What follows belongs to an exercise in optimizing a design on an open flow for small area; a production flow would make more cautious choices.
Function was checked by simulation only, so behaviour that the tests miss may differ from the original.
The flow treats the clock pin as an ideal source, which a real chip does not have.
Power is estimated from default activity; no workload was simulated.

Setup of the previous run:
// petra
module petra(
	input wire clock,
	input wire reset,
	input wire send_message,
	input wire [8 - 1:0] data_in,
	output reg [8 - 1:0] data_out,
	output reg irq_tx,
	output reg irq_rx,
	input wire signal,
	output reg led
	);
For scale: about 540 cells after synthesis, ~23 I/O pins, ~5200 µm² of cells after synthesis.
Settings: LEC_CHECK=0, CAP_MARGIN=20, CORE_MARGIN=2, CORE_UTILIZATION=40, SLEW_MARGIN=20; clock period 10.0 ns.
run.sh (not shown) runs the stock make flow with config.mk's settings and CLKGATE_MAP_FILE= SYNTH_SCRIPT=/design/flow/synth_recipe.tcl, a recipe that flattens the netlist after the stock synthesis.
The previous run: all stages complete, timing, DRC and antenna checks passed
### the previous run -> the current run
==> flow/flow/run.sh (new file) <==
#!/bin/bash
bash standard.sh > standard_run.log 2>&1
==> flow/standard.sh (new file) <==
#!/bin/bash
# synth_recipe.tcl (not shown) runs the flow's synth.tcl, then flattens the netlist and writes it again
# the make line also repeats each setting of config.mk as NAME=value (left out here)
make -C /OpenROAD-flow-scripts/flow DESIGN_CONFIG=/design/flow/config.mk WORK_HOME=/design/flow/orfs CLKGATE_MAP_FILE= SYNTH_SCRIPT=/design/flow/synth_recipe.tcl "${@:-finish}"
removed: flow/run.sh
Notes after the runs:
- Multi-input logic portion of the cell area came out exactly the same in the previous run and the current run.
- Re number of input and output port buffers inserted: no difference whatsoever between the previous run and the current run.
- Comparing the previous run against the current run, there is no change at all in max-slew violation count.
- Non-clock buffer count came out exactly the same in the previous run and the current run.
- Diff the previous run..the current run | met3 usage in global routing | unchanged
- Looking at the previous run and the current run, the data arrival time of the critical path is a wash.
- Share of the clock period used by the worst path: the previous run vs the current run — no meaningful difference
- Critical path required time essentially unchanged between the current run and the previous run.
- Re maximum buffer depth of the clock tree: no difference whatsoever between the current run and the previous run.
- In terms of power, the current run and the previous run differ only marginally.
- On fraction of standard cell area that is sequential, the previous run tracks the current run almost exactly.

========
run A:
petra, a different RTL version from the one above (not shown whole).
Size in the first run: about 470 cells after synthesis, ~23 I/O pins, ~4000 sq um of cells after synthesis.
// petra
module petra(
	input wire clock,
	input wire reset,
	input wire send_message,
	input wire [8 - 1:0] data_in,
	output reg [8 - 1:0] data_out,
	output reg irq_tx,
	output reg irq_rx,
	input wire signal,
	output reg led
	);
==> flow/config.mk <==
export PLATFORM = sky130hd
export DESIGN_NAME = petra
export DESIGN_NICKNAME = petra
export VERILOG_FILES = /design/flow/design.v
export SDC_FILE = /design/flow/constraint.sdc
export NUM_CORES = 4
export LEC_CHECK = 0
export CAP_MARGIN = 20
export CORE_MARGIN = 2
export CORE_UTILIZATION = 40
export SLEW_MARGIN = 20
==> flow/constraint.sdc <==
create_clock -name core_clock -period 10.0 [get_ports {clock}]
set_input_delay 2.0000 -clock core_clock [delete_from_list [all_inputs] [get_ports {clock}]]
set_output_delay 2.0000 -clock core_clock [all_outputs]
set_load 0.01 [all_outputs]
standard.sh (not shown) runs the stock make flow with config.mk's settings and CLKGATE_MAP_FILE= SYNTH_SCRIPT=/design/flow/synth_recipe.tcl, a recipe that flattens the netlist after the stock synthesis.
==> flow/flow/run.sh <==
#!/bin/bash
# Layout: the standard flow (standard.sh) with
#  - the standard synthesis, but the logic mapped by the smallest of
#    several area-oriented ABC scripts (flow/synth.tcl, flow/abc/), and
#    with no half/full adder cells extracted before ABC (ADDER_MAP_FILE
#    empty), so ABC maps all of the logic
#  - small port buffers
#  - a clock tree without dummy loads, its buffers then shrunk as far as
#    the flip-flop clock pin slew allows (flow/post_cts.tcl)
set -euo pipefail
export FLOW_WORK=$(pwd)
export POST_CTS_TCL=$FLOW_WORK/flow/post_cts.tcl
bash standard.sh \
  SYNTH_SCRIPT=$FLOW_WORK/flow/synth.tcl \
  ADDER_MAP_FILE= \
  "BUFFER_PORTS_ARGS=-buffer_cell sky130_fd_sc_hd__buf_1" \
  "CTS_ARGS=-sink_clustering_enable -repair_clock_nets -dont_use_dummy_load -buf_list sky130_fd_sc_hd__clkbuf_8" \
  finish > flow_make.log 2>&1
==> flow/flow/abc/area01.abc <==
strash
&get -n
&deepsyn -T 60 -S 1
&put
dch -f
amap
topo
==> flow/flow/abc/area02.abc <==
strash
&get -n
&deepsyn -T 60 -S 2
&put
dch -f
amap
topo
==> flow/flow/abc/area03.abc <==
strash
&get -n
&deepsyn -T 60 -S 3
&put
dch -f
amap
topo
==> flow/flow/abc/area04.abc <==
strash
&get -n
&deepsyn -T 60 -S 4
&put
dch -f
amap
topo
==> flow/flow/abc/area05.abc <==
strash
&get -n
&deepsyn -T 60 -S 5
&put
dch -f
amap
topo
==> flow/flow/abc/area06.abc <==
strash
&get -n
&deepsyn -T 60 -S 6
&put
dch -f
amap
topo
==> flow/flow/abc/area07.abc <==
strash
&get -n
&deepsyn -T 60 -S 7
&put
dch -f
amap
topo
==> flow/flow/abc/area08.abc <==
strash
&get -n
&deepsyn -T 60 -S 8
&put
dch -f
amap
topo
==> flow/flow/abc/area09.abc <==
strash
&get -n
&deepsyn -T 60 -S 9
&put
dch -f
amap
topo
==> flow/flow/abc/area10.abc <==
strash
&get -n
&deepsyn -T 60 -S 10
&put
dch -f
amap
topo
==> flow/flow/abc/area11.abc <==
strash
&get -n
&deepsyn -T 60 -S 11
&put
dch -f
amap
topo
==> flow/flow/abc/area12.abc <==
strash
&get -n
&deepsyn -T 60 -S 12
&put
dch -f
amap
topo
==> flow/flow/abc/area99.abc <==
strash
dch -f
amap
topo
==> flow/flow/post_cts.tcl <==
# Shrink each clock tree buffer to the smallest clock buffer that keeps
# every flip-flop clock pin's slew under a target, checked on placement
# parasitics. Leaves are tried first, then the root.
proc clk_max_sink_slew {} {
  set worst 0
  foreach pin [get_pins -hierarchical */CLK] {
    set s [get_property $pin slew_max]
    if {$s > $worst} { set worst $s }
  }
  return $worst
}
set target 0.118
set sizes {sky130_fd_sc_hd__clkbuf_1 sky130_fd_sc_hd__clkbuf_2 sky130_fd_sc_hd__clkbuf_4 sky130_fd_sc_hd__clkbuf_8 sky130_fd_sc_hd__clkbuf_16}
estimate_parasitics -placement
set bufs {}
foreach inst [get_cells -hierarchical clkbuf_*] {
  # leaves (driving flip-flops) before the root
  if {[string match "clkbuf_0_*" [get_name $inst]]} { lappend bufs [list 1 $inst] } else { lappend bufs [list 0 $inst] }
}
foreach item [lsort -index 0 $bufs] {
  set inst [lindex $item 1]
  set name [get_name $inst]
  set orig [get_name [get_lib_cells -of_objects $inst]]
  foreach m $sizes {
    if {$m eq $orig} { break }
    replace_cell $name $m
    estimate_parasitics -placement
    if {[clk_max_sink_slew] <= $target} {
      puts "post_cts: $name $orig -> $m"
      break
    }
    replace_cell $name $orig
    estimate_parasitics -placement
  }
}
puts "post_cts: worst clock pin slew [clk_max_sink_slew]"
==> flow/flow/synth.tcl <==
# The standard flow's own synthesis script (synth_recipe.tcl), with only the ABC
# mapping of the combinational logic changed: every area-oriented ABC
# script in flow/abc/ is run on the same design and the smallest result
# (by liberty cell area) is kept.
proc abc {args} {
  set i [lsearch -exact $args -script]
  set j [lsearch -exact $args -liberty]
  set lib [lindex $args [expr {$j + 1}]]
  yosys design -save pre_abc
  set best 1e30
  foreach s [lsort [glob $::env(FLOW_WORK)/flow/abc/area*.abc]] {
    yosys design -load pre_abc
    lset args [expr {$i + 1}] $s
    yosys abc {*}$args
    yosys tee -q -o $::env(RESULTS_DIR)/abc_area.txt stat -liberty $lib
    set f [open $::env(RESULTS_DIR)/abc_area.txt]
    set t [read $f]
    close $f
    regexp {Chip area for module[^:]*:\s*([0-9.]+)} $t -> a
    puts "area abc: [file tail $s] $a"
    if {$a < $best} {
      set best $a
      yosys design -save best_abc
    }
  }
  yosys design -load best_abc
}
source $::env(FLOW_WORK)/synth_recipe.tcl
Changes in run B relative to run A:
==> flow/flow/abc/area13.abc (new file) <==
strash
&get -n
&deepsyn -T 60 -S 13
&put
dch -f
amap
topo
==> flow/flow/abc/area19.abc (new file) <==
strash
&get -n
&deepsyn -T 60 -S 19
&put
dch -f
amap
topo
==> flow/flow/abc/area25.abc (new file) <==
strash
&get -n
&deepsyn -T 60 -S 25
&put
dch -f
amap
topo
==> flow/flow/abc/area26.abc (new file) <==
strash
&get -n
&deepsyn -T 60 -S 26
&put
dch -f
amap
topo
==> flow/flow/abc/area27.abc (new file) <==
strash
&get -n
&deepsyn -T 60 -S 27
&put
dch -f
amap
topo
==> flow/flow/abc/area28.abc (new file) <==
strash
&get -n
&deepsyn -T 60 -S 28
&put
dch -f
amap
topo
==> flow/flow/abc/area29.abc (new file) <==
strash
&get -n
&deepsyn -T 60 -S 29
&put
dch -f
amap
topo
==> flow/flow/abc/area30.abc (new file) <==
strash
&get -n
&deepsyn -T 60 -S 30
&put
dch -f
amap
topo
==> flow/flow/abc/area31.abc (new file) <==
strash
&get -n
&deepsyn -T 60 -S 31
&put
dch -f
amap
topo
==> flow/flow/abc/areaL11.abc (new file) <==
strash
&get -n
&deepsyn -T 90 -S 11
&put
dch -f
amap
topo
==> flow/flow/abc/areaL13.abc (new file) <==
strash
&get -n
&deepsyn -T 90 -S 13
&put
dch -f
amap
topo
==> flow/flow/abc/areaL19.abc (new file) <==
strash
&get -n
&deepsyn -T 90 -S 19
&put
dch -f
amap
topo
removed: flow/flow/abc/area01.abc
removed: flow/flow/abc/area02.abc
removed: flow/flow/abc/area03.abc
removed: flow/flow/abc/area04.abc
removed: flow/flow/abc/area05.abc
removed: flow/flow/abc/area06.abc
removed: flow/flow/abc/area07.abc
removed: flow/flow/abc/area08.abc
removed: flow/flow/abc/area09.abc
removed: flow/flow/abc/area10.abc
removed: flow/flow/abc/area11.abc
removed: flow/flow/abc/area12.abc
removed: flow/flow/abc/area99.abc
Findings:
Each of the runs, namely run A and run B, reached the end of the flow and came out clean.
Reported for run A and run B, number of design rule violations left after detail routing turned out identical to the last digit.
[run B] net switching fraction of the power fell 5.5 points relative to run A
Initial DRC count is higher on run B
Between run B and run A, it is run B whose area share of buffers outside the clock network is lower, by 0.33 points.
| clock network contribution to total cell area | run B vs run A | ≈ equal |
On die area, run A and run B are neck and neck.
Relative to run A, proportion of power drawn by the clock network increased by 4.4 points in run B.
The inputs of run C differ from those of run B as listed below.
==> flow/flow/run.sh <==
#!/bin/bash
# Layout: the standard flow (standard.sh) with
#  - the standard synthesis, but an area-oriented ABC script for the logic
#  - small port buffers
#  - a clock tree without dummy loads, its buffers then shrunk as far as
#    the flip-flop clock pin slew allows (flow/post_cts.tcl)
set -euo pipefail
export FLOW_WORK=$(pwd)
export AREA_ABC_SCRIPT=$FLOW_WORK/flow/area.abc
export POST_CTS_TCL=$FLOW_WORK/flow/post_cts.tcl
bash standard.sh \
  SYNTH_SCRIPT=$FLOW_WORK/flow/synth.tcl \
  "BUFFER_PORTS_ARGS=-buffer_cell sky130_fd_sc_hd__buf_1" \
  "CTS_ARGS=-sink_clustering_enable -repair_clock_nets -dont_use_dummy_load -buf_list sky130_fd_sc_hd__clkbuf_8" \
  finish > flow_make.log 2>&1
==> flow/flow/area.abc (new file) <==
strash
&get -n
&deepsyn -T 60 -S 1
&put
dch -f
amap
topo
--- a/flow/flow/post_cts.tcl
+++ b/flow/flow/post_cts.tcl
@@ -10,5 +10,5 @@
   return $worst
 }
-set target 0.118
+set target 0.122
 set sizes {sky130_fd_sc_hd__clkbuf_1 sky130_fd_sc_hd__clkbuf_2 sky130_fd_sc_hd__clkbuf_4 sky130_fd_sc_hd__clkbuf_8 sky130_fd_sc_hd__clkbuf_16}
 estimate_parasitics -placement
==> flow/flow/synth.tcl <==
# The standard flow's own synthesis script (synth_recipe.tcl), with only the ABC
# script of the combinational mapping replaced by an area-oriented one
proc abc {args} {
  set i [lsearch -exact $args -script]
  if { $i >= 0 } { lset args [expr {$i + 1}] $::env(AREA_ABC_SCRIPT) }
  yosys abc {*}$args
}
source $::env(FLOW_WORK)/synth_recipe.tcl
removed: flow/flow/abc/area13.abc
removed: flow/flow/abc/area19.abc
removed: flow/flow/abc/area25.abc
removed: flow/flow/abc/area26.abc
removed: flow/flow/abc/area27.abc
removed: flow/flow/abc/area28.abc
removed: flow/flow/abc/area29.abc
removed: flow/flow/abc/area30.abc
removed: flow/flow/abc/area31.abc
removed: flow/flow/abc/areaL11.abc
removed: flow/flow/abc/areaL13.abc
removed: flow/flow/abc/areaL19.abc
### Flow results
- No stage failed in run C, and the final checks on the layout all came back clean.
- Layout buffer count excluding clock buffers up 1 in run C wrt run B
- Higher layout overhead on the synthesized area was reported by run B, not run C.
- Share of the clock period used by the worst path of run C is on par with run B.
- Reported clock group power, run C and run B, higher one = run B.
- Total iterations of the first detailed-routing run down 1 in run C wrt run B
- Compared to run B, run C has sequential fraction of total cell area 1.7 points lower.

separate check: timing with driven ports:
Ports are ideal in the flow. The routed layouts listed here were re-timed in OpenROAD. Step 1 sets driving cells, clkbuf_16 on the clock port and buf_2 on the other inputs (assumed; they add their load-dependent delay and slew). Step 2 also shifts input and output timing later by t, the mid clock arrival at the registers, as if the neighbouring blocks saw the same clock. Slacks: no drivers / after step 1 / after step 2; pairs: no drivers / after step 1.
run | shift t [ns] | setup WS [ns] | worst setup path after step 2 | worst register clock-pin slew, ns | cell pins on the clock port's net
the previous run | 0.376 | 6.395 / 6.410 / 6.034 | input to register | 0.07 / 0.07 | 1
the current run | 0.376 | 6.395 / 6.410 / 6.034 | input to register | 0.07 / 0.07 | 1
run A | 0.387 | 6.490 / 6.490 / 6.474 | input to register | 0.11 / 0.11 | 1
run B | 0.536 | 6.188 / 6.188 / 6.188 | register to register | 0.11 / 0.11 | 1
run C | 0.520 | 6.188 / 6.188 / 6.188 | register to register | 0.11 / 0.11 | 1
After both steps setup and hold are still met in every run listed.
